Context: an optimization exercise on an open-source flow, tuned for small area, a short achievable clock period and few clock cycles per item. The choices shown serve that exercise and are no tape-out recipe.
Function was not checked in any run shown here: the RTL went through the layout flow alone.

## flow/constraint.sdc

```tcl
create_clock -name core_clock -period 9.0 [get_ports {clk}]
set_input_delay 1.8000 -clock core_clock [delete_from_list [all_inputs] [get_ports {clk}]]
set_output_delay 1.8000 -clock core_clock [all_outputs]
set_load 0.01 [all_outputs]
```

## flow/design.v

```verilog
`timescale 1ns / 1ps
module fpm(
  input clk,
  input rst,
  input [31:0] number_in,
  input number_a_valid,
  output number_a_ready,
  input number_b_valid,
  output number_b_ready,
  output [31:0] number_out,
  output result_valid
);
  reg phase;             
  reg nrm_a;             
  reg vx, vy, vz, vw;    
  reg slow;              
  reg rv;
  reg ar_q, br_q;        
  reg [31:0] ra, rb;
  reg        hb;         
  reg [4:0]  k;          
  reg [6:0]  bone, btwo, bneg;   
  reg [38:0] tsn, tcn;   
  reg        c13, stlo;  
  reg [9:0]  s1_e;       
  reg        s1_s, s1_nan, s1_inf, s1_zero, s1_slow;
  reg [25:0] sig;        
  reg [9:0]  e;          
  reg        le0;        
  reg        s2_s, s2_nan, s2_inf, s2_zero;
  reg [31:0] out;
  wire [7:0] ea = ra[30:23];
  wire [7:0] eb = rb[30:23];
  wire ha = |ea;
  wire hb_e = |eb;
  wire [23:0] ma = {ha, ra[22:0]};
  wire [23:0] mb = {hb, rb[22:0]};
  wire fa0 = ~|ra[22:0];
  wire fb0 = ~|rb[22:0];
  wire a_zero = ~ha & fa0;
  wire b_zero = ~hb_e & fb0;
  wire a_max = &ea;
  wire b_max = &eb;
  wire a_nan = a_max & ~fa0;
  wire b_nan = b_max & ~fb0;
  wire a_inf = a_max & fa0;
  wire b_inf = b_max & fb0;
  wire [7:0] ein = number_in[30:23];
  wire in_f0 = ~|number_in[22:0];
  wire in_sub = ~|ein & ~in_f0;
  wire in_spec = (~|ein & in_f0) | &ein;
  wire a_sub = ~ha & ~fa0;
  wire a_spec = a_zero | a_max;
  wire go_a = a_sub & ~in_sub & ~in_spec;
  wire go_b = in_sub & ~a_sub & ~a_spec;
  wire normalising = nrm_a;
  wire vx_next;
  wire a_fire = number_a_valid & ar_q;
  wire b_fire = number_b_valid & br_q;
  wire swap = b_fire & go_b;
  assign number_a_ready = ar_q;
  assign number_b_ready = br_q;
  assign result_valid = rv;
  assign number_out = out;
  assign vx_next = rst & ((b_fire & ~go_a & ~go_b) | (nrm_a & ra[22]));
  wire [12:0] m_n = vx ? {2'b00, ma[23:13]} : (nrm_a ? {ra[11:0], 1'b0} : ra[12:0]);
  wire [14:0] m_x = {1'b0, m_n, 1'b0};
  wire [6:0] b_one, b_two, b_neg;
  genvar gi;
  generate
    for (gi = 0; gi < 7; gi = gi + 1) begin : g_booth
      assign b_one[gi] = m_x[2*gi+1] ^ m_x[2*gi];
      assign b_two[gi] = (m_x[2*gi+2] & ~m_x[2*gi+1] & ~m_x[2*gi]) |
                         (~m_x[2*gi+2] & m_x[2*gi+1] & m_x[2*gi]);
      assign b_neg[gi] = m_x[2*gi+2];
    end
  endgenerate
  wire [25:0] acc_s = ~tsn[38:13] & {26{~vx}};
  wire [25:0] acc_c = ~tcn[38:13] & {26{~vx}};
  wire [38:0] tree_sn, tree_cn;
  wire t1 = ~(((bone[0] & mb[0]) | (btwo[0] & 1'b0)) ^ bneg[0]);
  wire t2 = ~bneg[0];
  wire t3 = ~acc_s[0];
  wire t4 = ~acc_c[0];
  wire t5 = ~(((bone[0] & mb[1]) | (btwo[0] & mb[0])) ^ bneg[0]);
  wire t6 = ~acc_s[1];
  wire t7 = ~acc_c[1];
  wire t8 = ~(((bone[0] & mb[2]) | (btwo[0] & mb[1])) ^ bneg[0]);
  wire t9 = ~(((bone[1] & mb[0]) | (btwo[1] & 1'b0)) ^ bneg[1]);
  wire t10 = ~bneg[1];
  wire t11 = ~acc_s[2];
  wire t12 = ~acc_c[2];
  wire t13 = ~(((bone[0] & mb[3]) | (btwo[0] & mb[2])) ^ bneg[0]);
  wire t14 = ~(((bone[1] & mb[1]) | (btwo[1] & mb[0])) ^ bneg[1]);
  wire t15 = ~acc_s[3];
  wire t16 = ~acc_c[3];
  wire t17 = ~(((bone[0] & mb[4]) | (btwo[0] & mb[3])) ^ bneg[0]);
  wire t18 = ~(((bone[1] & mb[2]) | (btwo[1] & mb[1])) ^ bneg[1]);
  wire t19 = ~(((bone[2] & mb[0]) | (btwo[2] & 1'b0)) ^ bneg[2]);
  wire t20 = ~bneg[2];
  wire t21 = ~acc_s[4];
  wire t22 = ~acc_c[4];
  wire t23 = ~(((bone[0] & mb[5]) | (btwo[0] & mb[4])) ^ bneg[0]);
  wire t24 = ~(((bone[1] & mb[3]) | (btwo[1] & mb[2])) ^ bneg[1]);
  wire t25 = ~(((bone[2] & mb[1]) | (btwo[2] & mb[0])) ^ bneg[2]);
  wire t26 = ~acc_s[5];
  wire t27 = ~acc_c[5];
  wire t28 = ~(((bone[0] & mb[6]) | (btwo[0] & mb[5])) ^ bneg[0]);
  wire t29 = ~(((bone[1] & mb[4]) | (btwo[1] & mb[3])) ^ bneg[1]);
  wire t30 = ~(((bone[2] & mb[2]) | (btwo[2] & mb[1])) ^ bneg[2]);
  wire t31 = ~(((bone[3] & mb[0]) | (btwo[3] & 1'b0)) ^ bneg[3]);
  wire t32 = ~bneg[3];
  wire t33 = ~acc_s[6];
  wire t34 = ~acc_c[6];
  wire t35 = ~(((bone[0] & mb[7]) | (btwo[0] & mb[6])) ^ bneg[0]);
  wire t36 = ~(((bone[1] & mb[5]) | (btwo[1] & mb[4])) ^ bneg[1]);
  wire t37 = ~(((bone[2] & mb[3]) | (btwo[2] & mb[2])) ^ bneg[2]);
  wire t38 = ~(((bone[3] & mb[1]) | (btwo[3] & mb[0])) ^ bneg[3]);
  wire t39 = ~acc_s[7];
  wire t40 = ~acc_c[7];
  wire t41 = ~(((bone[0] & mb[8]) | (btwo[0] & mb[7])) ^ bneg[0]);
  wire t42 = ~(((bone[1] & mb[6]) | (btwo[1] & mb[5])) ^ bneg[1]);
  wire t43 = ~(((bone[2] & mb[4]) | (btwo[2] & mb[3])) ^ bneg[2]);
  wire t44 = ~(((bone[3] & mb[2]) | (btwo[3] & mb[1])) ^ bneg[3]);
  wire t45 = ~(((bone[4] & mb[0]) | (btwo[4] & 1'b0)) ^ bneg[4]);
  wire t46 = ~bneg[4];
  wire t47 = ~acc_s[8];
  wire t48 = ~acc_c[8];
  wire t49 = ~(((bone[0] & mb[9]) | (btwo[0] & mb[8])) ^ bneg[0]);
  wire t50 = ~(((bone[1] & mb[7]) | (btwo[1] & mb[6])) ^ bneg[1]);
  wire t51 = ~(((bone[2] & mb[5]) | (btwo[2] & mb[4])) ^ bneg[2]);
  wire t52 = ~(((bone[3] & mb[3]) | (btwo[3] & mb[2])) ^ bneg[3]);
  wire t53 = ~(((bone[4] & mb[1]) | (btwo[4] & mb[0])) ^ bneg[4]);
  wire t54 = ~acc_s[9];
  wire t55 = ~acc_c[9];
  wire t56 = ~(((bone[0] & mb[10]) | (btwo[0] & mb[9])) ^ bneg[0]);
  wire t57 = ~(((bone[1] & mb[8]) | (btwo[1] & mb[7])) ^ bneg[1]);
  wire t58 = ~(((bone[2] & mb[6]) | (btwo[2] & mb[5])) ^ bneg[2]);
  wire t59 = ~(((bone[3] & mb[4]) | (btwo[3] & mb[3])) ^ bneg[3]);
  wire t60 = ~(((bone[4] & mb[2]) | (btwo[4] & mb[1])) ^ bneg[4]);
  wire t61 = ~(((bone[5] & mb[0]) | (btwo[5] & 1'b0)) ^ bneg[5]);
  wire t62 = ~bneg[5];
  wire t63 = ~acc_s[10];
  wire t64 = ~acc_c[10];
  wire t65 = ~(((bone[0] & mb[11]) | (btwo[0] & mb[10])) ^ bneg[0]);
  wire t66 = ~(((bone[1] & mb[9]) | (btwo[1] & mb[8])) ^ bneg[1]);
  wire t67 = ~(((bone[2] & mb[7]) | (btwo[2] & mb[6])) ^ bneg[2]);
  wire t68 = ~(((bone[3] & mb[5]) | (btwo[3] & mb[4])) ^ bneg[3]);
  wire t69 = ~(((bone[4] & mb[3]) | (btwo[4] & mb[2])) ^ bneg[4]);
  wire t70 = ~(((bone[5] & mb[1]) | (btwo[5] & mb[0])) ^ bneg[5]);
  wire t71 = ~acc_s[11];
  wire t72 = ~acc_c[11];
  wire t73 = ~(((bone[0] & mb[12]) | (btwo[0] & mb[11])) ^ bneg[0]);
  wire t74 = ~(((bone[1] & mb[10]) | (btwo[1] & mb[9])) ^ bneg[1]);
  wire t75 = ~(((bone[2] & mb[8]) | (btwo[2] & mb[7])) ^ bneg[2]);
  wire t76 = ~(((bone[3] & mb[6]) | (btwo[3] & mb[5])) ^ bneg[3]);
  wire t77 = ~(((bone[4] & mb[4]) | (btwo[4] & mb[3])) ^ bneg[4]);
  wire t78 = ~(((bone[5] & mb[2]) | (btwo[5] & mb[1])) ^ bneg[5]);
  wire t79 = ~((((bone[6] & mb[0]) | (btwo[6] & 1'b0)) ^ bneg[6]) | acc_s[12]);
  wire t80 = ~(bneg[6] | acc_c[12]);
  wire t81 = ~(~vx);
  wire t82 = ~(((bone[0] & mb[13]) | (btwo[0] & mb[12])) ^ bneg[0]);
  wire t83 = ~(((bone[1] & mb[11]) | (btwo[1] & mb[10])) ^ bneg[1]);
  wire t84 = ~(((bone[2] & mb[9]) | (btwo[2] & mb[8])) ^ bneg[2]);
  wire t85 = ~(((bone[3] & mb[7]) | (btwo[3] & mb[6])) ^ bneg[3]);
  wire t86 = ~(((bone[4] & mb[5]) | (btwo[4] & mb[4])) ^ bneg[4]);
  wire t87 = ~(((bone[5] & mb[3]) | (btwo[5] & mb[2])) ^ bneg[5]);
  wire t88 = ~((((bone[6] & mb[1]) | (btwo[6] & mb[0])) ^ bneg[6]) | acc_s[13]);
  wire t89 = ~acc_c[13];
  wire t90 = ~(~vx);
  wire t91 = ~(((bone[0] & mb[14]) | (btwo[0] & mb[13])) ^ bneg[0]);
  wire t92 = ~(((bone[1] & mb[12]) | (btwo[1] & mb[11])) ^ bneg[1]);
  wire t93 = ~(((bone[2] & mb[10]) | (btwo[2] & mb[9])) ^ bneg[2]);
  wire t94 = ~(((bone[3] & mb[8]) | (btwo[3] & mb[7])) ^ bneg[3]);
  wire t95 = ~(((bone[4] & mb[6]) | (btwo[4] & mb[5])) ^ bneg[4]);
  wire t96 = ~(((bone[5] & mb[4]) | (btwo[5] & mb[3])) ^ bneg[5]);
  wire t97 = ~((((bone[6] & mb[2]) | (btwo[6] & mb[1])) ^ bneg[6]) | acc_s[14]);
  wire t98 = ~acc_c[14];
  wire t99 = ~(((bone[0] & mb[15]) | (btwo[0] & mb[14])) ^ bneg[0]);
  wire t100 = ~(((bone[1] & mb[13]) | (btwo[1] & mb[12])) ^ bneg[1]);
  wire t101 = ~(((bone[2] & mb[11]) | (btwo[2] & mb[10])) ^ bneg[2]);
  wire t102 = ~(((bone[3] & mb[9]) | (btwo[3] & mb[8])) ^ bneg[3]);
  wire t103 = ~(((bone[4] & mb[7]) | (btwo[4] & mb[6])) ^ bneg[4]);
  wire t104 = ~(((bone[5] & mb[5]) | (btwo[5] & mb[4])) ^ bneg[5]);
  wire t105 = ~((((bone[6] & mb[3]) | (btwo[6] & mb[2])) ^ bneg[6]) | acc_s[15]);
  wire t106 = ~acc_c[15];
  wire t107 = ~(~vx);
  wire t108 = ~(((bone[0] & mb[16]) | (btwo[0] & mb[15])) ^ bneg[0]);
  wire t109 = ~(((bone[1] & mb[14]) | (btwo[1] & mb[13])) ^ bneg[1]);
  wire t110 = ~(((bone[2] & mb[12]) | (btwo[2] & mb[11])) ^ bneg[2]);
  wire t111 = ~(((bone[3] & mb[10]) | (btwo[3] & mb[9])) ^ bneg[3]);
  wire t112 = ~(((bone[4] & mb[8]) | (btwo[4] & mb[7])) ^ bneg[4]);
  wire t113 = ~(((bone[5] & mb[6]) | (btwo[5] & mb[5])) ^ bneg[5]);
  wire t114 = ~((((bone[6] & mb[4]) | (btwo[6] & mb[3])) ^ bneg[6]) | acc_s[16]);
  wire t115 = ~acc_c[16];
  wire t116 = ~(((bone[0] & mb[17]) | (btwo[0] & mb[16])) ^ bneg[0]);
  wire t117 = ~(((bone[1] & mb[15]) | (btwo[1] & mb[14])) ^ bneg[1]);
  wire t118 = ~(((bone[2] & mb[13]) | (btwo[2] & mb[12])) ^ bneg[2]);
  wire t119 = ~(((bone[3] & mb[11]) | (btwo[3] & mb[10])) ^ bneg[3]);
  wire t120 = ~(((bone[4] & mb[9]) | (btwo[4] & mb[8])) ^ bneg[4]);
  wire t121 = ~(((bone[5] & mb[7]) | (btwo[5] & mb[6])) ^ bneg[5]);
  wire t122 = ~((((bone[6] & mb[5]) | (btwo[6] & mb[4])) ^ bneg[6]) | acc_s[17]);
  wire t123 = ~acc_c[17];
  wire t124 = ~(~vx);
  wire t125 = ~(((bone[0] & mb[18]) | (btwo[0] & mb[17])) ^ bneg[0]);
  wire t126 = ~(((bone[1] & mb[16]) | (btwo[1] & mb[15])) ^ bneg[1]);
  wire t127 = ~(((bone[2] & mb[14]) | (btwo[2] & mb[13])) ^ bneg[2]);
  wire t128 = ~(((bone[3] & mb[12]) | (btwo[3] & mb[11])) ^ bneg[3]);
  wire t129 = ~(((bone[4] & mb[10]) | (btwo[4] & mb[9])) ^ bneg[4]);
  wire t130 = ~(((bone[5] & mb[8]) | (btwo[5] & mb[7])) ^ bneg[5]);
  wire t131 = ~((((bone[6] & mb[6]) | (btwo[6] & mb[5])) ^ bneg[6]) | acc_s[18]);
  wire t132 = ~acc_c[18];
  wire t133 = ~(((bone[0] & mb[19]) | (btwo[0] & mb[18])) ^ bneg[0]);
  wire t134 = ~(((bone[1] & mb[17]) | (btwo[1] & mb[16])) ^ bneg[1]);
  wire t135 = ~(((bone[2] & mb[15]) | (btwo[2] & mb[14])) ^ bneg[2]);
  wire t136 = ~(((bone[3] & mb[13]) | (btwo[3] & mb[12])) ^ bneg[3]);
  wire t137 = ~(((bone[4] & mb[11]) | (btwo[4] & mb[10])) ^ bneg[4]);
  wire t138 = ~(((bone[5] & mb[9]) | (btwo[5] & mb[8])) ^ bneg[5]);
  wire t139 = ~((((bone[6] & mb[7]) | (btwo[6] & mb[6])) ^ bneg[6]) | acc_s[19]);
  wire t140 = ~acc_c[19];
  wire t141 = ~(~vx);
  wire t142 = ~(((bone[0] & mb[20]) | (btwo[0] & mb[19])) ^ bneg[0]);
  wire t143 = ~(((bone[1] & mb[18]) | (btwo[1] & mb[17])) ^ bneg[1]);
  wire t144 = ~(((bone[2] & mb[16]) | (btwo[2] & mb[15])) ^ bneg[2]);
  wire t145 = ~(((bone[3] & mb[14]) | (btwo[3] & mb[13])) ^ bneg[3]);
  wire t146 = ~(((bone[4] & mb[12]) | (btwo[4] & mb[11])) ^ bneg[4]);
  wire t147 = ~(((bone[5] & mb[10]) | (btwo[5] & mb[9])) ^ bneg[5]);
  wire t148 = ~((((bone[6] & mb[8]) | (btwo[6] & mb[7])) ^ bneg[6]) | acc_s[20]);
  wire t149 = ~acc_c[20];
  wire t150 = ~(((bone[0] & mb[21]) | (btwo[0] & mb[20])) ^ bneg[0]);
  wire t151 = ~(((bone[1] & mb[19]) | (btwo[1] & mb[18])) ^ bneg[1]);
  wire t152 = ~(((bone[2] & mb[17]) | (btwo[2] & mb[16])) ^ bneg[2]);
  wire t153 = ~(((bone[3] & mb[15]) | (btwo[3] & mb[14])) ^ bneg[3]);
  wire t154 = ~(((bone[4] & mb[13]) | (btwo[4] & mb[12])) ^ bneg[4]);
  wire t155 = ~(((bone[5] & mb[11]) | (btwo[5] & mb[10])) ^ bneg[5]);
  wire t156 = ~((((bone[6] & mb[9]) | (btwo[6] & mb[8])) ^ bneg[6]) | acc_s[21]);
  wire t157 = ~acc_c[21];
  wire t158 = ~(~vx);
  wire t159 = ~(((bone[0] & mb[22]) | (btwo[0] & mb[21])) ^ bneg[0]);
  wire t160 = ~(((bone[1] & mb[20]) | (btwo[1] & mb[19])) ^ bneg[1]);
  wire t161 = ~(((bone[2] & mb[18]) | (btwo[2] & mb[17])) ^ bneg[2]);
  wire t162 = ~(((bone[3] & mb[16]) | (btwo[3] & mb[15])) ^ bneg[3]);
  wire t163 = ~(((bone[4] & mb[14]) | (btwo[4] & mb[13])) ^ bneg[4]);
  wire t164 = ~(((bone[5] & mb[12]) | (btwo[5] & mb[11])) ^ bneg[5]);
  wire t165 = ~((((bone[6] & mb[10]) | (btwo[6] & mb[9])) ^ bneg[6]) | acc_s[22]);
  wire t166 = ~acc_c[22];
  wire t167 = ~(((bone[0] & mb[23]) | (btwo[0] & mb[22])) ^ bneg[0]);
  wire t168 = ~(((bone[1] & mb[21]) | (btwo[1] & mb[20])) ^ bneg[1]);
  wire t169 = ~(((bone[2] & mb[19]) | (btwo[2] & mb[18])) ^ bneg[2]);
  wire t170 = ~(((bone[3] & mb[17]) | (btwo[3] & mb[16])) ^ bneg[3]);
  wire t171 = ~(((bone[4] & mb[15]) | (btwo[4] & mb[14])) ^ bneg[4]);
  wire t172 = ~(((bone[5] & mb[13]) | (btwo[5] & mb[12])) ^ bneg[5]);
  wire t173 = ~((((bone[6] & mb[11]) | (btwo[6] & mb[10])) ^ bneg[6]) | acc_s[23]);
  wire t174 = ~acc_c[23];
  wire t175 = ~(~vx);
  wire t176 = ~(((bone[0] & 1'b0) | (btwo[0] & mb[23])) ^ bneg[0]);
  wire t177 = ~(((bone[1] & mb[22]) | (btwo[1] & mb[21])) ^ bneg[1]);
  wire t178 = ~(((bone[2] & mb[20]) | (btwo[2] & mb[19])) ^ bneg[2]);
  wire t179 = ~(((bone[3] & mb[18]) | (btwo[3] & mb[17])) ^ bneg[3]);
  wire t180 = ~(((bone[4] & mb[16]) | (btwo[4] & mb[15])) ^ bneg[4]);
  wire t181 = ~(((bone[5] & mb[14]) | (btwo[5] & mb[13])) ^ bneg[5]);
  wire t182 = ~((((bone[6] & mb[12]) | (btwo[6] & mb[11])) ^ bneg[6]) | acc_s[24]);
  wire t183 = ~acc_c[24];
  wire t184 = ~(~bneg[0]);
  wire t185 = ~(((bone[1] & mb[23]) | (btwo[1] & mb[22])) ^ bneg[1]);
  wire t186 = ~(((bone[2] & mb[21]) | (btwo[2] & mb[20])) ^ bneg[2]);
  wire t187 = ~(((bone[3] & mb[19]) | (btwo[3] & mb[18])) ^ bneg[3]);
  wire t188 = ~(((bone[4] & mb[17]) | (btwo[4] & mb[16])) ^ bneg[4]);
  wire t189 = ~(((bone[5] & mb[15]) | (btwo[5] & mb[14])) ^ bneg[5]);
  wire t190 = ~((((bone[6] & mb[13]) | (btwo[6] & mb[12])) ^ bneg[6]) | acc_s[25]);
  wire t191 = ~acc_c[25];
  wire t192 = ~(((bone[1] & 1'b0) | (btwo[1] & mb[23])) ^ bneg[1]);
  wire t193 = ~(((bone[2] & mb[22]) | (btwo[2] & mb[21])) ^ bneg[2]);
  wire t194 = ~(((bone[3] & mb[20]) | (btwo[3] & mb[19])) ^ bneg[3]);
  wire t195 = ~(((bone[4] & mb[18]) | (btwo[4] & mb[17])) ^ bneg[4]);
  wire t196 = ~(((bone[5] & mb[16]) | (btwo[5] & mb[15])) ^ bneg[5]);
  wire t197 = ~((((bone[6] & mb[14]) | (btwo[6] & mb[13])) ^ bneg[6]) | (~vx));
  wire t198 = ~(~bneg[1]);
  wire t199 = ~(((bone[2] & mb[23]) | (btwo[2] & mb[22])) ^ bneg[2]);
  wire t200 = ~(((bone[3] & mb[21]) | (btwo[3] & mb[20])) ^ bneg[3]);
  wire t201 = ~(((bone[4] & mb[19]) | (btwo[4] & mb[18])) ^ bneg[4]);
  wire t202 = ~(((bone[5] & mb[17]) | (btwo[5] & mb[16])) ^ bneg[5]);
  wire t203 = ~(((bone[6] & mb[15]) | (btwo[6] & mb[14])) ^ bneg[6]);
  wire t204 = ~(((bone[2] & 1'b0) | (btwo[2] & mb[23])) ^ bneg[2]);
  wire t205 = ~(((bone[3] & mb[22]) | (btwo[3] & mb[21])) ^ bneg[3]);
  wire t206 = ~(((bone[4] & mb[20]) | (btwo[4] & mb[19])) ^ bneg[4]);
  wire t207 = ~(((bone[5] & mb[18]) | (btwo[5] & mb[17])) ^ bneg[5]);
  wire t208 = ~((((bone[6] & mb[16]) | (btwo[6] & mb[15])) ^ bneg[6]) | (~vx));
  wire t209 = ~(~bneg[2]);
  wire t210 = ~(((bone[3] & mb[23]) | (btwo[3] & mb[22])) ^ bneg[3]);
  wire t211 = ~(((bone[4] & mb[21]) | (btwo[4] & mb[20])) ^ bneg[4]);
  wire t212 = ~(((bone[5] & mb[19]) | (btwo[5] & mb[18])) ^ bneg[5]);
  wire t213 = ~(((bone[6] & mb[17]) | (btwo[6] & mb[16])) ^ bneg[6]);
  wire t214 = ~(((bone[3] & 1'b0) | (btwo[3] & mb[23])) ^ bneg[3]);
  wire t215 = ~(((bone[4] & mb[22]) | (btwo[4] & mb[21])) ^ bneg[4]);
  wire t216 = ~(((bone[5] & mb[20]) | (btwo[5] & mb[19])) ^ bneg[5]);
  wire t217 = ~((((bone[6] & mb[18]) | (btwo[6] & mb[17])) ^ bneg[6]) | (~vx));
  wire t218 = ~(~bneg[3]);
  wire t219 = ~(((bone[4] & mb[23]) | (btwo[4] & mb[22])) ^ bneg[4]);
  wire t220 = ~(((bone[5] & mb[21]) | (btwo[5] & mb[20])) ^ bneg[5]);
  wire t221 = ~(((bone[6] & mb[19]) | (btwo[6] & mb[18])) ^ bneg[6]);
  wire t222 = ~(((bone[4] & 1'b0) | (btwo[4] & mb[23])) ^ bneg[4]);
  wire t223 = ~(((bone[5] & mb[22]) | (btwo[5] & mb[21])) ^ bneg[5]);
  wire t224 = ~((((bone[6] & mb[20]) | (btwo[6] & mb[19])) ^ bneg[6]) | (~vx));
  wire t225 = ~(~bneg[4]);
  wire t226 = ~(((bone[5] & mb[23]) | (btwo[5] & mb[22])) ^ bneg[5]);
  wire t227 = ~(((bone[6] & mb[21]) | (btwo[6] & mb[20])) ^ bneg[6]);
  wire t228 = ~(((bone[5] & 1'b0) | (btwo[5] & mb[23])) ^ bneg[5]);
  wire t229 = ~((((bone[6] & mb[22]) | (btwo[6] & mb[21])) ^ bneg[6]) | (~vx));
  wire t230 = ~(~bneg[5]);
  wire t231 = ~(((bone[6] & mb[23]) | (btwo[6] & mb[22])) ^ bneg[6]);
  wire t232 = ~(((bone[6] & 1'b0) | (btwo[6] & mb[23])) ^ bneg[6]);
  wire t233 = ~(~bneg[6]);
  wire t234, t235;
  fpm_fa u_t234 (.a(t28), .b(t29), .c(1'b1), .s(t234), .co(t235));
  wire t236, t237;
  fpm_fa u_t236 (.a(t35), .b(t36), .c(1'b1), .s(t236), .co(t237));
  wire t238, t239;
  fpm_fa u_t238 (.a(t41), .b(t42), .c(t43), .s(t238), .co(t239));
  wire t240, t241;
  fpm_fa u_t240 (.a(t44), .b(t45), .c(1'b1), .s(t240), .co(t241));
  wire t242, t243;
  fpm_fa u_t242 (.a(t49), .b(t50), .c(t51), .s(t242), .co(t243));
  wire t244, t245;
  fpm_fa u_t244 (.a(t52), .b(t53), .c(1'b1), .s(t244), .co(t245));
  wire t246, t247;
  fpm_fa u_t246 (.a(t56), .b(t57), .c(t58), .s(t246), .co(t247));
  wire t248, t249;
  fpm_fa u_t248 (.a(t59), .b(t60), .c(t61), .s(t248), .co(t249));
  wire t250, t251;
  fpm_fa u_t250 (.a(t62), .b(t63), .c(1'b1), .s(t250), .co(t251));
  wire t252, t253;
  fpm_fa u_t252 (.a(t65), .b(t66), .c(t67), .s(t252), .co(t253));
  wire t254, t255;
  fpm_fa u_t254 (.a(t68), .b(t69), .c(t70), .s(t254), .co(t255));
  wire t256, t257;
  fpm_fa u_t256 (.a(t71), .b(t72), .c(1'b1), .s(t256), .co(t257));
  wire t258, t259;
  fpm_fa u_t258 (.a(t73), .b(t74), .c(t75), .s(t258), .co(t259));
  wire t260, t261;
  fpm_fa u_t260 (.a(t76), .b(t77), .c(t78), .s(t260), .co(t261));
  wire t262, t263;
  fpm_fa u_t262 (.a(t79), .b(t80), .c(t81), .s(t262), .co(t263));
  wire t264, t265;
  fpm_fa u_t264 (.a(t82), .b(t83), .c(t84), .s(t264), .co(t265));
  wire t266, t267;
  fpm_fa u_t266 (.a(t85), .b(t86), .c(t87), .s(t266), .co(t267));
  wire t268, t269;
  fpm_fa u_t268 (.a(t88), .b(t89), .c(t90), .s(t268), .co(t269));
  wire t270, t271;
  fpm_fa u_t270 (.a(t91), .b(t92), .c(t93), .s(t270), .co(t271));
  wire t272, t273;
  fpm_fa u_t272 (.a(t94), .b(t95), .c(t96), .s(t272), .co(t273));
  wire t274, t275;
  fpm_fa u_t274 (.a(t97), .b(t98), .c(1'b1), .s(t274), .co(t275));
  wire t276, t277;
  fpm_fa u_t276 (.a(t99), .b(t100), .c(t101), .s(t276), .co(t277));
  wire t278, t279;
  fpm_fa u_t278 (.a(t102), .b(t103), .c(t104), .s(t278), .co(t279));
  wire t280, t281;
  fpm_fa u_t280 (.a(t105), .b(t106), .c(t107), .s(t280), .co(t281));
  wire t282, t283;
  fpm_fa u_t282 (.a(t108), .b(t109), .c(t110), .s(t282), .co(t283));
  wire t284, t285;
  fpm_fa u_t284 (.a(t111), .b(t112), .c(t113), .s(t284), .co(t285));
  wire t286, t287;
  fpm_fa u_t286 (.a(t114), .b(t115), .c(1'b1), .s(t286), .co(t287));
  wire t288, t289;
  fpm_fa u_t288 (.a(t116), .b(t117), .c(t118), .s(t288), .co(t289));
  wire t290, t291;
  fpm_fa u_t290 (.a(t119), .b(t120), .c(t121), .s(t290), .co(t291));
  wire t292, t293;
  fpm_fa u_t292 (.a(t122), .b(t123), .c(t124), .s(t292), .co(t293));
  wire t294, t295;
  fpm_fa u_t294 (.a(t125), .b(t126), .c(t127), .s(t294), .co(t295));
  wire t296, t297;
  fpm_fa u_t296 (.a(t128), .b(t129), .c(t130), .s(t296), .co(t297));
  wire t298, t299;
  fpm_fa u_t298 (.a(t131), .b(t132), .c(1'b1), .s(t298), .co(t299));
  wire t300, t301;
  fpm_fa u_t300 (.a(t133), .b(t134), .c(t135), .s(t300), .co(t301));
  wire t302, t303;
  fpm_fa u_t302 (.a(t136), .b(t137), .c(t138), .s(t302), .co(t303));
  wire t304, t305;
  fpm_fa u_t304 (.a(t139), .b(t140), .c(t141), .s(t304), .co(t305));
  wire t306, t307;
  fpm_fa u_t306 (.a(t142), .b(t143), .c(t144), .s(t306), .co(t307));
  wire t308, t309;
  fpm_fa u_t308 (.a(t145), .b(t146), .c(t147), .s(t308), .co(t309));
  wire t310, t311;
  fpm_fa u_t310 (.a(t148), .b(t149), .c(1'b1), .s(t310), .co(t311));
  wire t312, t313;
  fpm_fa u_t312 (.a(t150), .b(t151), .c(t152), .s(t312), .co(t313));
  wire t314, t315;
  fpm_fa u_t314 (.a(t153), .b(t154), .c(t155), .s(t314), .co(t315));
  wire t316, t317;
  fpm_fa u_t316 (.a(t156), .b(t157), .c(t158), .s(t316), .co(t317));
  wire t318, t319;
  fpm_fa u_t318 (.a(t159), .b(t160), .c(t161), .s(t318), .co(t319));
  wire t320, t321;
  fpm_fa u_t320 (.a(t162), .b(t163), .c(t164), .s(t320), .co(t321));
  wire t322, t323;
  fpm_fa u_t322 (.a(t165), .b(t166), .c(1'b1), .s(t322), .co(t323));
  wire t324, t325;
  fpm_fa u_t324 (.a(t167), .b(t168), .c(t169), .s(t324), .co(t325));
  wire t326, t327;
  fpm_fa u_t326 (.a(t170), .b(t171), .c(t172), .s(t326), .co(t327));
  wire t328, t329;
  fpm_fa u_t328 (.a(t173), .b(t174), .c(t175), .s(t328), .co(t329));
  wire t330, t331;
  fpm_fa u_t330 (.a(t176), .b(t177), .c(t178), .s(t330), .co(t331));
  wire t332, t333;
  fpm_fa u_t332 (.a(t179), .b(t180), .c(t181), .s(t332), .co(t333));
  wire t334, t335;
  fpm_fa u_t334 (.a(t182), .b(t183), .c(1'b1), .s(t334), .co(t335));
  wire t336, t337;
  fpm_fa u_t336 (.a(t184), .b(t185), .c(t186), .s(t336), .co(t337));
  wire t338, t339;
  fpm_fa u_t338 (.a(t187), .b(t188), .c(t189), .s(t338), .co(t339));
  wire t340, t341;
  fpm_fa u_t340 (.a(t190), .b(t191), .c(1'b1), .s(t340), .co(t341));
  wire t342, t343;
  fpm_fa u_t342 (.a(t192), .b(t193), .c(t194), .s(t342), .co(t343));
  wire t344, t345;
  fpm_fa u_t344 (.a(t195), .b(t196), .c(1'b1), .s(t344), .co(t345));
  wire t346, t347;
  fpm_fa u_t346 (.a(t198), .b(t199), .c(t200), .s(t346), .co(t347));
  wire t348, t349;
  fpm_fa u_t348 (.a(t8), .b(t9), .c(1'b1), .s(t348), .co(t349));
  wire t350, t351;
  fpm_fa u_t350 (.a(t13), .b(t14), .c(1'b1), .s(t350), .co(t351));
  wire t352, t353;
  fpm_fa u_t352 (.a(t17), .b(t18), .c(t19), .s(t352), .co(t353));
  wire t354, t355;
  fpm_fa u_t354 (.a(t20), .b(t21), .c(1'b1), .s(t354), .co(t355));
  wire t356, t357;
  fpm_fa u_t356 (.a(t23), .b(t24), .c(t25), .s(t356), .co(t357));
  wire t358, t359;
  fpm_fa u_t358 (.a(t26), .b(t27), .c(1'b1), .s(t358), .co(t359));
  wire t360, t361;
  fpm_fa u_t360 (.a(t234), .b(t30), .c(t31), .s(t360), .co(t361));
  wire t362, t363;
  fpm_fa u_t362 (.a(t32), .b(t33), .c(t34), .s(t362), .co(t363));
  wire t364, t365;
  fpm_fa u_t364 (.a(t235), .b(t236), .c(t37), .s(t364), .co(t365));
  wire t366, t367;
  fpm_fa u_t366 (.a(t38), .b(t39), .c(t40), .s(t366), .co(t367));
  wire t368, t369;
  fpm_fa u_t368 (.a(t237), .b(t238), .c(t240), .s(t368), .co(t369));
  wire t370, t371;
  fpm_fa u_t370 (.a(t46), .b(t47), .c(t48), .s(t370), .co(t371));
  wire t372, t373;
  fpm_fa u_t372 (.a(t239), .b(t241), .c(t242), .s(t372), .co(t373));
  wire t374, t375;
  fpm_fa u_t374 (.a(t244), .b(t54), .c(t55), .s(t374), .co(t375));
  wire t376, t377;
  fpm_fa u_t376 (.a(t243), .b(t245), .c(t246), .s(t376), .co(t377));
  wire t378, t379;
  fpm_fa u_t378 (.a(t248), .b(t250), .c(t64), .s(t378), .co(t379));
  wire t380, t381;
  fpm_fa u_t380 (.a(t247), .b(t249), .c(t251), .s(t380), .co(t381));
  wire t382, t383;
  fpm_fa u_t382 (.a(t252), .b(t254), .c(t256), .s(t382), .co(t383));
  wire t384, t385;
  fpm_fa u_t384 (.a(t253), .b(t255), .c(t257), .s(t384), .co(t385));
  wire t386, t387;
  fpm_fa u_t386 (.a(t258), .b(t260), .c(t262), .s(t386), .co(t387));
  wire t388, t389;
  fpm_fa u_t388 (.a(t259), .b(t261), .c(t263), .s(t388), .co(t389));
  wire t390, t391;
  fpm_fa u_t390 (.a(t264), .b(t266), .c(t268), .s(t390), .co(t391));
  wire t392, t393;
  fpm_fa u_t392 (.a(t265), .b(t267), .c(t269), .s(t392), .co(t393));
  wire t394, t395;
  fpm_fa u_t394 (.a(t270), .b(t272), .c(t274), .s(t394), .co(t395));
  wire t396, t397;
  fpm_fa u_t396 (.a(t271), .b(t273), .c(t275), .s(t396), .co(t397));
  wire t398, t399;
  fpm_fa u_t398 (.a(t276), .b(t278), .c(t280), .s(t398), .co(t399));
  wire t400, t401;
  fpm_fa u_t400 (.a(t277), .b(t279), .c(t281), .s(t400), .co(t401));
  wire t402, t403;
  fpm_fa u_t402 (.a(t282), .b(t284), .c(t286), .s(t402), .co(t403));
  wire t404, t405;
  fpm_fa u_t404 (.a(t283), .b(t285), .c(t287), .s(t404), .co(t405));
  wire t406, t407;
  fpm_fa u_t406 (.a(t288), .b(t290), .c(t292), .s(t406), .co(t407));
  wire t408, t409;
  fpm_fa u_t408 (.a(t289), .b(t291), .c(t293), .s(t408), .co(t409));
  wire t410, t411;
  fpm_fa u_t410 (.a(t294), .b(t296), .c(t298), .s(t410), .co(t411));
  wire t412, t413;
  fpm_fa u_t412 (.a(t295), .b(t297), .c(t299), .s(t412), .co(t413));
  wire t414, t415;
  fpm_fa u_t414 (.a(t300), .b(t302), .c(t304), .s(t414), .co(t415));
  wire t416, t417;
  fpm_fa u_t416 (.a(t301), .b(t303), .c(t305), .s(t416), .co(t417));
  wire t418, t419;
  fpm_fa u_t418 (.a(t306), .b(t308), .c(t310), .s(t418), .co(t419));
  wire t420, t421;
  fpm_fa u_t420 (.a(t307), .b(t309), .c(t311), .s(t420), .co(t421));
  wire t422, t423;
  fpm_fa u_t422 (.a(t312), .b(t314), .c(t316), .s(t422), .co(t423));
  wire t424, t425;
  fpm_fa u_t424 (.a(t313), .b(t315), .c(t317), .s(t424), .co(t425));
  wire t426, t427;
  fpm_fa u_t426 (.a(t318), .b(t320), .c(t322), .s(t426), .co(t427));
  wire t428, t429;
  fpm_fa u_t428 (.a(t319), .b(t321), .c(t323), .s(t428), .co(t429));
  wire t430, t431;
  fpm_fa u_t430 (.a(t324), .b(t326), .c(t328), .s(t430), .co(t431));
  wire t432, t433;
  fpm_fa u_t432 (.a(t325), .b(t327), .c(t329), .s(t432), .co(t433));
  wire t434, t435;
  fpm_fa u_t434 (.a(t330), .b(t332), .c(t334), .s(t434), .co(t435));
  wire t436, t437;
  fpm_fa u_t436 (.a(t331), .b(t333), .c(t335), .s(t436), .co(t437));
  wire t438, t439;
  fpm_fa u_t438 (.a(t336), .b(t338), .c(t340), .s(t438), .co(t439));
  wire t440, t441;
  fpm_fa u_t440 (.a(t337), .b(t339), .c(t341), .s(t440), .co(t441));
  wire t442, t443;
  fpm_fa u_t442 (.a(t342), .b(t344), .c(t197), .s(t442), .co(t443));
  wire t444, t445;
  fpm_fa u_t444 (.a(t343), .b(t345), .c(t346), .s(t444), .co(t445));
  wire t446, t447;
  fpm_fa u_t446 (.a(t201), .b(t202), .c(t203), .s(t446), .co(t447));
  wire t448, t449;
  fpm_fa u_t448 (.a(t347), .b(t204), .c(t205), .s(t448), .co(t449));
  wire t450, t451;
  fpm_fa u_t450 (.a(t206), .b(t207), .c(t208), .s(t450), .co(t451));
  wire t452, t453;
  fpm_fa u_t452 (.a(t209), .b(t210), .c(t211), .s(t452), .co(t453));
  wire t454, t455;
  fpm_fa u_t454 (.a(t212), .b(t213), .c(1'b1), .s(t454), .co(t455));
  wire t456, t457;
  fpm_fa u_t456 (.a(t214), .b(t215), .c(t216), .s(t456), .co(t457));
  wire t458, t459;
  fpm_fa u_t458 (.a(t218), .b(t219), .c(1'b1), .s(t458), .co(t459));
  wire t460, t461;
  fpm_fa u_t460 (.a(t1), .b(t2), .c(1'b1), .s(t460), .co(t461));
  wire t462, t463;
  fpm_fa u_t462 (.a(t5), .b(t6), .c(1'b1), .s(t462), .co(t463));
  wire t464, t465;
  fpm_fa u_t464 (.a(t348), .b(t10), .c(t11), .s(t464), .co(t465));
  wire t466, t467;
  fpm_fa u_t466 (.a(t349), .b(t350), .c(t15), .s(t466), .co(t467));
  wire t468, t469;
  fpm_fa u_t468 (.a(t351), .b(t352), .c(t354), .s(t468), .co(t469));
  wire t470, t471;
  fpm_fa u_t470 (.a(t353), .b(t355), .c(t356), .s(t470), .co(t471));
  wire t472, t473;
  fpm_fa u_t472 (.a(t357), .b(t359), .c(t360), .s(t472), .co(t473));
  wire t474, t475;
  fpm_fa u_t474 (.a(t361), .b(t363), .c(t364), .s(t474), .co(t475));
  wire t476, t477;
  fpm_fa u_t476 (.a(t365), .b(t367), .c(t368), .s(t476), .co(t477));
  wire t478, t479;
  fpm_fa u_t478 (.a(t369), .b(t371), .c(t372), .s(t478), .co(t479));
  wire t480, t481;
  fpm_fa u_t480 (.a(t373), .b(t375), .c(t376), .s(t480), .co(t481));
  wire t482, t483;
  fpm_fa u_t482 (.a(t377), .b(t379), .c(t380), .s(t482), .co(t483));
  wire t484, t485;
  fpm_fa u_t484 (.a(t381), .b(t383), .c(t384), .s(t484), .co(t485));
  wire t486, t487;
  fpm_fa u_t486 (.a(t385), .b(t387), .c(t388), .s(t486), .co(t487));
  wire t488, t489;
  fpm_fa u_t488 (.a(t389), .b(t391), .c(t392), .s(t488), .co(t489));
  wire t490, t491;
  fpm_fa u_t490 (.a(t393), .b(t395), .c(t396), .s(t490), .co(t491));
  wire t492, t493;
  fpm_fa u_t492 (.a(t397), .b(t399), .c(t400), .s(t492), .co(t493));
  wire t494, t495;
  fpm_fa u_t494 (.a(t401), .b(t403), .c(t404), .s(t494), .co(t495));
  wire t496, t497;
  fpm_fa u_t496 (.a(t405), .b(t407), .c(t408), .s(t496), .co(t497));
  wire t498, t499;
  fpm_fa u_t498 (.a(t409), .b(t411), .c(t412), .s(t498), .co(t499));
  wire t500, t501;
  fpm_fa u_t500 (.a(t413), .b(t415), .c(t416), .s(t500), .co(t501));
  wire t502, t503;
  fpm_fa u_t502 (.a(t417), .b(t419), .c(t420), .s(t502), .co(t503));
  wire t504, t505;
  fpm_fa u_t504 (.a(t421), .b(t423), .c(t424), .s(t504), .co(t505));
  wire t506, t507;
  fpm_fa u_t506 (.a(t425), .b(t427), .c(t428), .s(t506), .co(t507));
  wire t508, t509;
  fpm_fa u_t508 (.a(t429), .b(t431), .c(t432), .s(t508), .co(t509));
  wire t510, t511;
  fpm_fa u_t510 (.a(t433), .b(t435), .c(t436), .s(t510), .co(t511));
  wire t512, t513;
  fpm_fa u_t512 (.a(t437), .b(t439), .c(t440), .s(t512), .co(t513));
  wire t514, t515;
  fpm_fa u_t514 (.a(t441), .b(t443), .c(t444), .s(t514), .co(t515));
  wire t516, t517;
  fpm_fa u_t516 (.a(t445), .b(t447), .c(t448), .s(t516), .co(t517));
  wire t518, t519;
  fpm_fa u_t518 (.a(t449), .b(t451), .c(t452), .s(t518), .co(t519));
  wire t520, t521;
  fpm_fa u_t520 (.a(t453), .b(t455), .c(t456), .s(t520), .co(t521));
  wire t522, t523;
  fpm_fa u_t522 (.a(t457), .b(t458), .c(t220), .s(t522), .co(t523));
  wire t524, t525;
  fpm_fa u_t524 (.a(t459), .b(t222), .c(t223), .s(t524), .co(t525));
  wire t526, t527;
  fpm_fa u_t526 (.a(t225), .b(t226), .c(1'b1), .s(t526), .co(t527));
  wire t528, t529;
  fpm_fa u_t528 (.a(t460), .b(t3), .c(1'b1), .s(t528), .co(t529));
  wire t530, t531;
  fpm_fa u_t530 (.a(t461), .b(t462), .c(t7), .s(t530), .co(t531));
  wire t532, t533;
  fpm_fa u_t532 (.a(t463), .b(t464), .c(t12), .s(t532), .co(t533));
  wire t534, t535;
  fpm_fa u_t534 (.a(t465), .b(t466), .c(t16), .s(t534), .co(t535));
  wire t536, t537;
  fpm_fa u_t536 (.a(t467), .b(t468), .c(t22), .s(t536), .co(t537));
  wire t538, t539;
  fpm_fa u_t538 (.a(t469), .b(t470), .c(t358), .s(t538), .co(t539));
  wire t540, t541;
  fpm_fa u_t540 (.a(t471), .b(t472), .c(t362), .s(t540), .co(t541));
  wire t542, t543;
  fpm_fa u_t542 (.a(t473), .b(t474), .c(t366), .s(t542), .co(t543));
  wire t544, t545;
  fpm_fa u_t544 (.a(t475), .b(t476), .c(t370), .s(t544), .co(t545));
  wire t546, t547;
  fpm_fa u_t546 (.a(t477), .b(t478), .c(t374), .s(t546), .co(t547));
  wire t548, t549;
  fpm_fa u_t548 (.a(t479), .b(t480), .c(t378), .s(t548), .co(t549));
  wire t550, t551;
  fpm_fa u_t550 (.a(t481), .b(t482), .c(t382), .s(t550), .co(t551));
  wire t552, t553;
  fpm_fa u_t552 (.a(t483), .b(t484), .c(t386), .s(t552), .co(t553));
  wire t554, t555;
  fpm_fa u_t554 (.a(t485), .b(t486), .c(t390), .s(t554), .co(t555));
  wire t556, t557;
  fpm_fa u_t556 (.a(t487), .b(t488), .c(t394), .s(t556), .co(t557));
  wire t558, t559;
  fpm_fa u_t558 (.a(t489), .b(t490), .c(t398), .s(t558), .co(t559));
  wire t560, t561;
  fpm_fa u_t560 (.a(t491), .b(t492), .c(t402), .s(t560), .co(t561));
  wire t562, t563;
  fpm_fa u_t562 (.a(t493), .b(t494), .c(t406), .s(t562), .co(t563));
  wire t564, t565;
  fpm_fa u_t564 (.a(t495), .b(t496), .c(t410), .s(t564), .co(t565));
  wire t566, t567;
  fpm_fa u_t566 (.a(t497), .b(t498), .c(t414), .s(t566), .co(t567));
  wire t568, t569;
  fpm_fa u_t568 (.a(t499), .b(t500), .c(t418), .s(t568), .co(t569));
  wire t570, t571;
  fpm_fa u_t570 (.a(t501), .b(t502), .c(t422), .s(t570), .co(t571));
  wire t572, t573;
  fpm_fa u_t572 (.a(t503), .b(t504), .c(t426), .s(t572), .co(t573));
  wire t574, t575;
  fpm_fa u_t574 (.a(t505), .b(t506), .c(t430), .s(t574), .co(t575));
  wire t576, t577;
  fpm_fa u_t576 (.a(t507), .b(t508), .c(t434), .s(t576), .co(t577));
  wire t578, t579;
  fpm_fa u_t578 (.a(t509), .b(t510), .c(t438), .s(t578), .co(t579));
  wire t580, t581;
  fpm_fa u_t580 (.a(t511), .b(t512), .c(t442), .s(t580), .co(t581));
  wire t582, t583;
  fpm_fa u_t582 (.a(t513), .b(t514), .c(t446), .s(t582), .co(t583));
  wire t584, t585;
  fpm_fa u_t584 (.a(t515), .b(t516), .c(t450), .s(t584), .co(t585));
  wire t586, t587;
  fpm_fa u_t586 (.a(t517), .b(t518), .c(t454), .s(t586), .co(t587));
  wire t588, t589;
  fpm_fa u_t588 (.a(t519), .b(t520), .c(t217), .s(t588), .co(t589));
  wire t590, t591;
  fpm_fa u_t590 (.a(t521), .b(t522), .c(t221), .s(t590), .co(t591));
  wire t592, t593;
  fpm_fa u_t592 (.a(t523), .b(t524), .c(t224), .s(t592), .co(t593));
  wire t594, t595;
  fpm_fa u_t594 (.a(t525), .b(t526), .c(t227), .s(t594), .co(t595));
  wire t596, t597;
  fpm_fa u_t596 (.a(t527), .b(t228), .c(t229), .s(t596), .co(t597));
  wire t598, t599;
  fpm_fa u_t598 (.a(t230), .b(t231), .c(1'b1), .s(t598), .co(t599));
  assign tree_sn = {1'b1, t233, t599, t597, t595, t593, t591, t589, t587, t585, t583, t581, t579, t577, t575, t573, t571, t569, t567, t565, t563, t561, t559, t557, t555, t553, t551, t549, t547, t545, t543, t541, t539, t537, t535, t533, t531, t529, t528};
  assign tree_cn = {1'b1, 1'b1, t232, t598, t596, t594, t592, t590, t588, t586, t584, t582, t580, t578, t576, t574, t572, t570, t568, t566, t564, t562, t560, t558, t556, t554, t552, t550, t548, t546, t544, t542, t540, t538, t536, t534, t532, t530, t4};
  wire [9:0] ex = {2'b00, ea | {7'd0, ~ha}} + {2'b00, eb | {7'd0, ~hb_e}} - 10'd126 - {5'd0, k};
  wire x_nan = a_nan | b_nan | (a_inf & b_zero) | (b_inf & a_zero);
  wire x_inf = (a_inf | b_inf) & ~x_nan;
  wire x_zero = (a_zero | b_zero) & ~x_nan & ~x_inf;
  wire [13:0] lo = {1'b0, ~tsn[12:0]} + {1'b0, ~tcn[12:0]};
  wire [34:0] phn = tsn[34:0] + tcn[34:0] + {34'd0, ~c13};
  wire [34:0] ph = ~phn;   
  wire        p47 = ph[34];
  wire [25:0] sig_z = p47 ? {ph[34:10], stlo | |ph[9:0]} : {ph[33:9], stlo | |ph[8:0]};
  wire [9:0]  s1_em1 = s1_e - 10'd1;
  wire [9:0]  e_z = p47 ? s1_e : s1_em1;
  wire        le0_z = p47 ? (s1_e[9] | (s1_e == 10'd0)) : (s1_em1[9] | (s1_em1 == 10'd0));
  wire busy = vw & ~s2_nan & ~s2_inf & ~s2_zero & le0;
  wire [22:0] mant = sig[24:2];
  wire        inc  = sig[1] & (sig[0] | mant[0]);
  wire [9:0]  fe   = e & {10{sig[25]}};
  wire [32:0] rnd  = {fe, mant} + {32'd0, inc};
  wire        ovf  = rnd[32:23] >= 10'd255;
  wire [31:0] res_w = s2_nan  ? {s2_s, 31'h7fc00000} :
                      s2_zero ? {s2_s, 31'd0} :
                      (s2_inf | ovf) ? {s2_s, 8'hff, 23'd0} :
                      {s2_s, rnd[30:0]};
  wire phase_n = a_fire | (phase & ~b_fire);
  wire nrm_a_n = b_fire ? (go_a | go_b) : (nrm_a & ~ra[22]);
  wire [8:0] esum = {1'b0, ea | {7'd0, ~ha}} + {1'b0, eb | {7'd0, ~hb_e}};
  wire slow_set = vx & ((k != 5'd0) | (esum <= 9'd127));
  wire slow_n = slow_set | (slow & ~(vw & ~busy & ~vx & ~vy & ~vz & ~normalising));
  always @(posedge clk) begin
    if (ar_q | swap)
      ra <= number_in;
    else if (nrm_a) begin
      ra[22:0] <= {ra[21:0], 1'b0};
      if (ra[22]) ra[30:23] <= 8'd1;
    end
    if (swap)
      rb <= ra;
    else if (phase)
      rb <= number_in;
    if (swap)
      hb <= 1'b1;
    else if (phase)
      hb <= |ein;
    if (phase)
      k <= 5'd0;
    else if (normalising)
      k <= k + 5'd1;
    if (vx) begin
      s1_e <= ex;
      s1_s <= (ra[31] ^ rb[31]) & ~(a_nan | b_nan);
      s1_nan <= x_nan;
      s1_inf <= x_inf;
      s1_zero <= x_zero;
    end
    tsn <= tree_sn;
    tcn <= tree_cn;
    c13 <= lo[13];
    stlo <= |lo[12:0];
    bone <= b_one;
    btwo <= b_two;
    bneg <= b_neg;
    if (!busy) begin
      sig <= sig_z;
      e <= e_z;
      le0 <= le0_z;
      s2_s <= s1_s;
    end else begin
      sig <= {1'b0, sig[25:2], sig[1] | sig[0]};
      e <= e + 10'd1;
      le0 <= e[9];
    end
    s2_nan <= s1_nan & ~busy;
    s2_inf <= s1_inf & ~busy;
    s2_zero <= s1_zero & ~busy;
    out <= res_w;
    if (rst == 0) begin
      phase <= 1'b0;
      nrm_a <= 1'b0;
      vx <= 1'b0;
      vy <= 1'b0;
      vz <= 1'b0;
      vw <= 1'b0;
      slow <= 1'b0;
      rv <= 1'b0;
      ar_q <= 1'b1;      
      br_q <= 1'b0;
    end else begin
      phase <= phase_n;
      nrm_a <= nrm_a_n;
      vx <= vx_next;
      vy <= vx;
      vz <= vy;
      vw <= vz | busy;
      rv <= vw & ~busy;
      slow <= slow_n;
      ar_q <= ~phase_n & ~nrm_a_n;
      br_q <= phase_n & ~slow_n;
    end
  end
endmodule
module fpm_fa(input a, input b, input c, output s, output co);
  assign s = a ^ b ^ c;
  assign co = (a & b) | (a & c) | (b & c);
endmodule
```

## flow/config.mk

```make
export PLATFORM = sky130hd
export DESIGN_NAME = fpm
export DESIGN_NICKNAME = fpm
export VERILOG_FILES = /design/flow/design.v
export SDC_FILE = /design/flow/constraint.sdc
export NUM_CORES = 4
export LEC_CHECK = 0
export CAP_MARGIN = 20
export CORE_MARGIN = 2
export CORE_UTILIZATION = 40
export SETUP_SLACK_MARGIN = 5
export SLEW_MARGIN = 20
export SYNTH_HIERARCHICAL = 1
```

## flow/flow/run.sh

```bash
#!/bin/bash
set -euo pipefail
bash standard.sh SETUP_SLACK_MARGIN=5.5 BUFFER_PORTS_ARGS=-buffer_cell\ sky130_fd_sc_hd__buf_2 CTS_ARGS=-sink_clustering_enable\ -repair_clock_nets\ -dont_use_dummy_load\ -buf_list\ sky130_fd_sc_hd__clkbuf_8\ -sink_clustering_size\ 25 finish > standard.log 2>&1
```

## flow/standard.sh

```bash
#!/bin/bash
# synth_recipe.tcl (not shown) runs the flow's synth.tcl, then flattens the netlist and writes it again
# the make line also repeats each setting of config.mk as NAME=value (left out here)
make -C /OpenROAD-flow-scripts/flow DESIGN_CONFIG=/design/flow/config.mk WORK_HOME=/design/flow/orfs CLKGATE_MAP_FILE= SYNTH_SCRIPT=/design/flow/synth_recipe.tcl "${@:-finish}"
```

==> results_dict.tcl, run 1 <==
set metrics [dict create \
    synth_mux_area_frac 0.0387 \
    slowest_delay_ns 0.74 \
    synth.area.top_cells "fa_1 (19%), dfxtp_1 (18%), edfxtp_1 (12%)" \
    dp.cells 2647 \
    fp-row-count 82 \
    grt_pass1_wl_um 87700 \
    netlist_area_sq_um 20100 \
    rsz0062_at_grt "true" \
    drt_iter0_drc 1182 \
    synth_compound_area_frac 0.145 \
    grt_use_total 0.212 \
    r2r-start "bone[1]" \
    crit_type "reg -> reg" \
    cp-end-kind "flop" \
    cp_num_buf_inv 0 \
    cts.clk_slew.worst_paths_ns 0.06 \
    gp_congestion 0.867 \
    cts.sinks 263 \
    first_global_vias 15987 \
    synth_top_family_by_area "adder cells" \
    synth-edff-count 79 \
    fin_tns_setup_ns 0 \
    postRouteAntennaNets 0 \
    diodes 0 \
    htree_levels 2 \
    pin_count 71 \
    path_common_cell "fa_1" \
    cts_tree "yes" \
    whs_path_depth 0 \
    path_cells "a22oi_1 -> xnor2_1 -> fa_1 -> fa_1 -> fa_1 -> fa_1" \
    synth_top_area_cell "fa_1" \
    die_h_um 228 \
    reg2reg_depth 6 \
    status "no timing/DRC/antenna violations" \
    dieArea_sq_um 52100 \
    holdCritStartpoint "s2_s" \
    synth_top_area_share 0.192 \
    r2r_setup_slack_ns 5.57 \
    yosysWarnings 7 \
    required_ns 9.45 \
    ys_ff_latch 263 \
    dr.pass1.iters 6 \
    num_vias 15487 \
    ys.flop_type "dfxtp_1" \
    startpoint_type "flop" \
    path_depth 6 \
    avgSynthCellArea_sq_um 10.1 \
    finalNonFillerCells 2746 \
    synthSimpleGateAreaFrac 0.126 \
    hold_viol 0 \
    final_cell_mix "xnor2_1 (193), fa_1 (193), dfxtp_1 (171)" \
    worst_slew_pin_slew_ns 0.981 \
    fillerInstances 4824 \
    startpoint "bone[1]" \
    nets 2383 \
    area_growth_pct 11.4 \
    cts-root-buf "clkbuf_8" \
    slowest_stage "dfxtp_2" \
    start_util 0.404 \
    finalCriticalPeriod_ns 3.43 \
    numPortBuffers 70 \
    route.detailed.drc 0 \
    clock_latency_ns 0.65 \
    ys_seq_area_frac 0.301 \
    postSynthCellCount 1993 \
    coreArea_sq_um 49900 \
    setup_violations 0 \
    drv_slew 0 \
    antenna_found_initial 0 \
    synth_fa_ha_area_frac 0.240 \
    grt_overflow 0 \
    max_slew_margin 0.345 \
    cpLargestDelayFamily "adder cells" \
    hpwl_um 38700 \
    vias_per_cell 5.64 \
    die_w_um 228 \
    cp_max_fo 24 \
    ys_async_sr_fraction 0 \
    synth.distinct_cells 69 \
    grt_max_degree 83 \
    hold_class "reg -> reg" \
    cts_made_buffers 47 \
    fin_util 0.450 \
    fmax_mhz 292 \
    synthXorXnorAreaFrac 0.105 \
    critPathArrivalTime_ns 3.87 \
    finalCritPeriodShare 0.381 \
    max-cap-violations 0 \
    finClkSkew_ns 0.0917 \
    detail_route.wl_per_cell_um 20.4 \
    drive_gt1_frac 0.163 \
    whs_ns 0.349 \
    clock_path_buffers 3 \
    drt_wl_total_um 56100 \
]
-- state kept, by name, summed over array words and instances, names as in the netlist, 5 cells and up --
signal  flops
sig        26
bneg        6
ra         32
btwo        7
s1_e       10
rb         32
tsn        37
bone        7
tcn        37
out        32
k           5
e          10
-- synth_stat cells (6+ instances only) --
cell / instances
a211oi_1: 12
a21o_1: 29
a21oi_1: 93
a221oi_1: 17
a22oi_1: 146
a31oi_1: 11
and2_1: 15
and3_1: 15
buf_1: 16
buf_6: 6
clkbuf_1: 97
dfxtp_1: 184
edfxtp_1: 79
fa_1: 193
ha_1: 78
inv_1: 92
inv_2: 6
mux2_2: 54
mux2i_1: 17
nand2_1: 106
nand2b_1: 9
nand3_1: 35
nand4_1: 31
nor2_1: 119
nor2_2: 11
nor2b_1: 16
nor3_1: 25
nor4_1: 26
nor4b_1: 6
o211ai_1: 9
o21a_1: 7
o21ai_0: 50
o22ai_1: 6
o31ai_1: 9
or2_2: 41
or3_1: 11
or4_1: 6
xnor2_1: 193
xor2_1: 48
-- layer usage --
metal	up-vias	global-route usage	share of wire
met5	-	0	0
met4	0	0.101	0.046
met3	151	0.0373	0.068
met2	574	0.351	0.47
met1	7641	0.268	0.42
li1	7121	-	-
-- final cells by class --
type | instances | area, sq um | share of cell area
clock buffer | 47 | 647 | 0.0289
multi-input combinational | 1536 | 13400 | 0.599
tap | 672 | 841 | 0.0375
timing repair buffer | 130 | 1050 | 0.0468
inverter | 98 | 378 | 0.0169
sequential | 263 | 6070 | 0.271
-- per-module statistics from Yosys, one instance, submodules excluded --
| module | cells | cell area, sq um |
|---|---|---|
| fpm_fa | 1 | 20.0 |
| fpm | 1810 | 16500 |
-- final timing paths --
| path | end |
|---|---|
| hold / removal | out[31] |
| setup / recovery | tcn[12] |
| hold reg to reg | out[31] |
| setup reg to reg | tcn[12] |
-- per-stage QoR --
| step | cell area, sq um | worst slack (ns) |
|---|---|---|
| floorplan | 20300 | 5.46 |
| global placement | 21000 | 4.78 |
| detailed placement | 21000 | 4.69 |
| CTS | 22000 | 5.47 |
| global route | 22400 | 5.46 |
| finish | 22400 | 5.57 |
-- timing repair --
item,in CTS,in global routing
endpoints found under the setup margin,108,155
pin swaps,2,3
cloned,1,2
hold buffers,0,0
setup buffers,22,27
gates resized for setup,21,28
-- logic make-up (layout without fill, tap and decap cells) --
| group | count (synthesis) | after routing |
|---|---|---|
| and+or+nand+nor | 492 | 494 |
| AOI/OAI and AO/OA | 432 | 432 |
| adders and majority gates | 271 | 271 |
| DFF | 263 | 263 |
| xor gates and xnor gates | 241 | 241 |
| buffers and inverters | 222 | 275 |
| muxes | 71 | 71 |
| other | 1 | 27 |
==> inputs of run 2 (changes only) <==
--- a/flow/design.v
+++ b/flow/design.v
@@ -11,13 +11,14 @@
   output result_valid
 );
   reg phase;             
-  reg nrm_a;             
+  reg nrm_a, nrm_b;      
   reg vx, vy, vz, vw;    
   reg slow;              
   reg rv;
   reg ar_q, br_q;        
   reg [31:0] ra, rb;
   reg        hb;         
+  reg [23:0] mbq;        
   reg [4:0]  k;          
   reg [6:0]  bone, btwo, bneg;   
   reg [38:0] tsn, tcn;   
@@ -34,7 +35,7 @@
   wire ha = |ea;
   wire hb_e = |eb;
   wire [23:0] ma = {ha, ra[22:0]};
-  wire [23:0] mb = {hb, rb[22:0]};
+  wire [23:0] mb = mbq;
   wire fa0 = ~|ra[22:0];
   wire fb0 = ~|rb[22:0];
   wire a_zero = ~ha & fa0;
@@ -53,16 +54,20 @@
   wire a_spec = a_zero | a_max;
   wire go_a = a_sub & ~in_sub & ~in_spec;
   wire go_b = in_sub & ~a_sub & ~a_spec;
-  wire normalising = nrm_a;
+  wire normalising = nrm_a | nrm_b;
   wire vx_next;
   wire a_fire = number_a_valid & ar_q;
   wire b_fire = number_b_valid & br_q;
-  wire swap = b_fire & go_b;
   assign number_a_ready = ar_q;
   assign number_b_ready = br_q;
   assign result_valid = rv;
   assign number_out = out;
-  assign vx_next = rst & ((b_fire & ~go_a & ~go_b) | (nrm_a & ra[22]));
+  assign vx_next = rst & ((b_fire & ~go_a & ~go_b) | (nrm_a & ra[22]) | (nrm_b & rb[22]));
+  wire        hb_n = phase ? |ein : (hb | (nrm_b & rb[22]));
+  wire        mb_keep = vx | nrm_a | nrm_b;
+  wire [23:0] mb_n = phase ? {hb_n, number_in[22:0]} :
+                     nrm_b ? {hb_n, rb[21:0], 1'b0} :
+                     {hb, rb[22:0]} & {24{mb_keep}};
   wire [12:0] m_n = vx ? {2'b00, ma[23:13]} : (nrm_a ? {ra[11:0], 1'b0} : ra[12:0]);
   wire [14:0] m_x = {1'b0, m_n, 1'b0};
   wire [6:0] b_one, b_two, b_neg;
@@ -702,25 +707,24 @@
                       (s2_inf | ovf) ? {s2_s, 8'hff, 23'd0} :
                       {s2_s, rnd[30:0]};
   wire phase_n = a_fire | (phase & ~b_fire);
-  wire nrm_a_n = b_fire ? (go_a | go_b) : (nrm_a & ~ra[22]);
+  wire nrm_a_n = b_fire ? go_a : (nrm_a & ~ra[22]);
+  wire nrm_b_n = b_fire ? go_b : (nrm_b & ~rb[22]);
   wire [8:0] esum = {1'b0, ea | {7'd0, ~ha}} + {1'b0, eb | {7'd0, ~hb_e}};
   wire slow_set = vx & ((k != 5'd0) | (esum <= 9'd127));
   wire slow_n = slow_set | (slow & ~(vw & ~busy & ~vx & ~vy & ~vz & ~normalising));
   always @(posedge clk) begin
-    if (ar_q | swap)
+    if (ar_q)
       ra <= number_in;
     else if (nrm_a) begin
       ra[22:0] <= {ra[21:0], 1'b0};
       if (ra[22]) ra[30:23] <= 8'd1;
     end
-    if (swap)
-      rb <= ra;
-    else if (phase)
+    if (phase)
       rb <= number_in;
-    if (swap)
-      hb <= 1'b1;
-    else if (phase)
-      hb <= |ein;
+    else if (nrm_b) begin
+      rb[22:0] <= {rb[21:0], 1'b0};
+      if (rb[22]) rb[30:23] <= 8'd1;
+    end
     if (phase)
       k <= 5'd0;
     else if (normalising)
@@ -739,6 +743,8 @@
     bone <= b_one;
     btwo <= b_two;
     bneg <= b_neg;
+    mbq <= mb_n;
+    hb <= hb_n;
     if (!busy) begin
       sig <= sig_z;
       e <= e_z;
@@ -756,6 +762,7 @@
     if (rst == 0) begin
       phase <= 1'b0;
       nrm_a <= 1'b0;
+      nrm_b <= 1'b0;
       vx <= 1'b0;
       vy <= 1'b0;
       vz <= 1'b0;
@@ -767,13 +774,14 @@
     end else begin
       phase <= phase_n;
       nrm_a <= nrm_a_n;
+      nrm_b <= nrm_b_n;
       vx <= vx_next;
       vy <= vx;
       vz <= vy;
       vw <= vz | busy;
       rv <= vw & ~busy;
       slow <= slow_n;
-      ar_q <= ~phase_n & ~nrm_a_n;
+      ar_q <= ~phase_n & ~nrm_a_n & ~nrm_b_n;
       br_q <= phase_n & ~slow_n;
     end
   end
==> run 2 against run 1 <==
Cell count is 0.11% higher. Via count is 0.28% lower. Count of clock-buffer cells in the layout is 3 higher. Sequential share of layout area is 2.1 points higher. Setup slack better by 0.020 ns. Fmax is 0.59% higher. Highest routed layer unchanged.
==> results_dict.tcl, run 2 <==
set metrics [dict create \
    status "no timing/DRC/antenna violations" \
    finalCritPeriodShare 0.379 \
    cts.sinks 288 \
    required_ns 9.45 \
    dr.pass1.iters 7 \
    synthXorXnorAreaFrac 0.106 \
    clock_latency_ns 0.63 \
    grt_use_total 0.211 \
    route.detailed.drc 0 \
    fin_util 0.439 \
    path_cells "inv_2 -> xnor2_1 -> fa_1 -> fa_1 -> fa_1 -> fa_1" \
    avgSynthCellArea_sq_um 10.3 \
    diodes 0 \
    synthSimpleGateAreaFrac 0.114 \
    fp-row-count 83 \
    ys_async_sr_fraction 0 \
    grt_max_degree 61 \
    coreArea_sq_um 51400 \
    die_w_um 232 \
    path_common_cell "fa_1" \
    gp_congestion 0.902 \
    htree_levels 2 \
    grt_pass1_wl_um 89200 \
    cts.clk_slew.worst_paths_ns 0.05 \
    setup_violations 0 \
    synth_top_area_cell "dfxtp_1" \
    drt_iter0_drc 1117 \
    holdCritStartpoint "s2_s" \
    cp_max_fo 26 \
    finClkSkew_ns 0.0649 \
    postSynthCellCount 2029 \
    drive_gt1_frac 0.133 \
    final_cell_mix "xnor2_1 (217), fa_1 (192), dfxtp_1 (189)" \
    reg2reg_depth 6 \
    r2r_setup_slack_ns 5.59 \
    synth_mux_area_frac 0.0440 \
    synth_fa_ha_area_frac 0.232 \
    drt_wl_total_um 56600 \
    clock_path_buffers 3 \
    worst_slew_pin_slew_ns 0.955 \
    slowest_stage "inv_2" \
    synth-edff-count 79 \
    reg.largest.list "tcn x37, tsn x37" \
    startpoint_type "flop" \
    synth_top_area_share 0.201 \
    dieArea_sq_um 53900 \
    postRouteAntennaNets 0 \
]
[run 2: cell types whose count changed after synthesis, moves of 12 or more]
cell     delta
a22o_1     +22
and2_1     +12
dfxtp_1    +25
mux2_1     +16
nor2_1     +19
xnor2_1    +24
xor2_1     -13
[run 2: cell families after synthesis]
group,Yosys count
AOI/OAI and AO/OA,436
adders and majority gates,271
buffers and inverters,226
DFF,288
muxes,82
other,1
xor gates and xnor gates,252
and+or+nand+nor,473
[run 2: worst max-delay path by stage]
stage | to | cells past startpoint | slack [ns] | startpoint
global route | e[9] | 13 | 5.47 | tcn[0]
global placement | e[9] | 12 | 5.01 | tsn[0]
finish | tcn[11] | 6 | 5.59 | bneg[2]
floorplan | tcn[14] | 9 | 5.57 | vx
CTS | e[8] | 12 | 5.50 | tsn[0]
detailed placement | e[8] | 12 | 4.93 | tsn[0]
[run 2: timing repair]
| item | CTS | global route |
|---|---|---|
| resized for setup | 12 | 29 |
| pin swaps | 1 | 4 |
| gates cloned | 1 | 0 |
| endpoints found under the setup margin | 85 | 77 |
| setup buffers | 1 | 3 |
[run 2: Yosys stat by module, one instance, submodules excluded]
module,times used,area (sq um)
fpm,1,17200
fpm_fa,183,20.0
[run 2: layout make-up]
type,instances,area [sq um],share of cell area
Multi-Input combinational cell,1542,13500,0.600
Sequential cell,288,6580,0.292
Tap cell,680,851,0.0377
Clock buffer,50,688,0.0305
Timing Repair Buffer,85,495,0.0220
Inverter,104,400,0.0178
[run 2: stage by stage]
| step | hold WS [ns] | setup slack (ns) | cells | instance area [sq um] |
|---|---|---|---|---|
| finish | 0.340 | 5.59 | 2749 | 22600 |
| global placement | 0.335 | 5.01 | 2694 | 21700 |
| CTS | 0.346 | 5.50 | 2746 | 22500 |
| detailed placement | 0.351 | 4.93 | 2694 | 21700 |
| global route | 0.349 | 5.47 | 2749 | 22600 |
| floorplan | 0.323 | 5.57 | 2055 | 20900 |
[run 2: metal layers]
metal / track usage / vias up / wire length (um) / share of wire
met5: 0 / - / 0 / 0
met4: 0.101 / 0 / 2350 / 0.041
met3: 0.0390 / 155 / 3900 / 0.069
met2: 0.347 / 613 / 26600 / 0.47
met1: 0.268 / 7560 / 23700 / 0.42
li1: - / 7116 / - / -

[static timing again, ports no longer ideal]
How much do the figures lean on ideal ports? The routed layouts below were timed once more, with nothing changed but the port constraints. Step 1 assumes that a clkbuf_16 drives the clock port and a buf_2 every other input. Step 2 also shifts input and output timing later by t, the mid clock arrival at the registers, as if the neighbouring blocks saw the same clock. a / b / c = ideal ports / drivers / drivers and shift; a / b = the first two.
run	t, ns	setup slack, ns	hold slack, ns	worst data-port slew with drivers (ns)	cell pins on the clock port's net
run 1	0.655	5.573 / 5.573 / 5.004	0.349 / 0.349 / 0.349	0.04	1
run 2	0.646	5.593 / 5.593 / 5.467	0.340 / 0.340 / 0.340	0.03	1
After both steps every run listed still meets setup and hold. The setup slack of run 1, which loses most, moves by 0.000 ns with the drivers and by -0.569 ns with both steps.
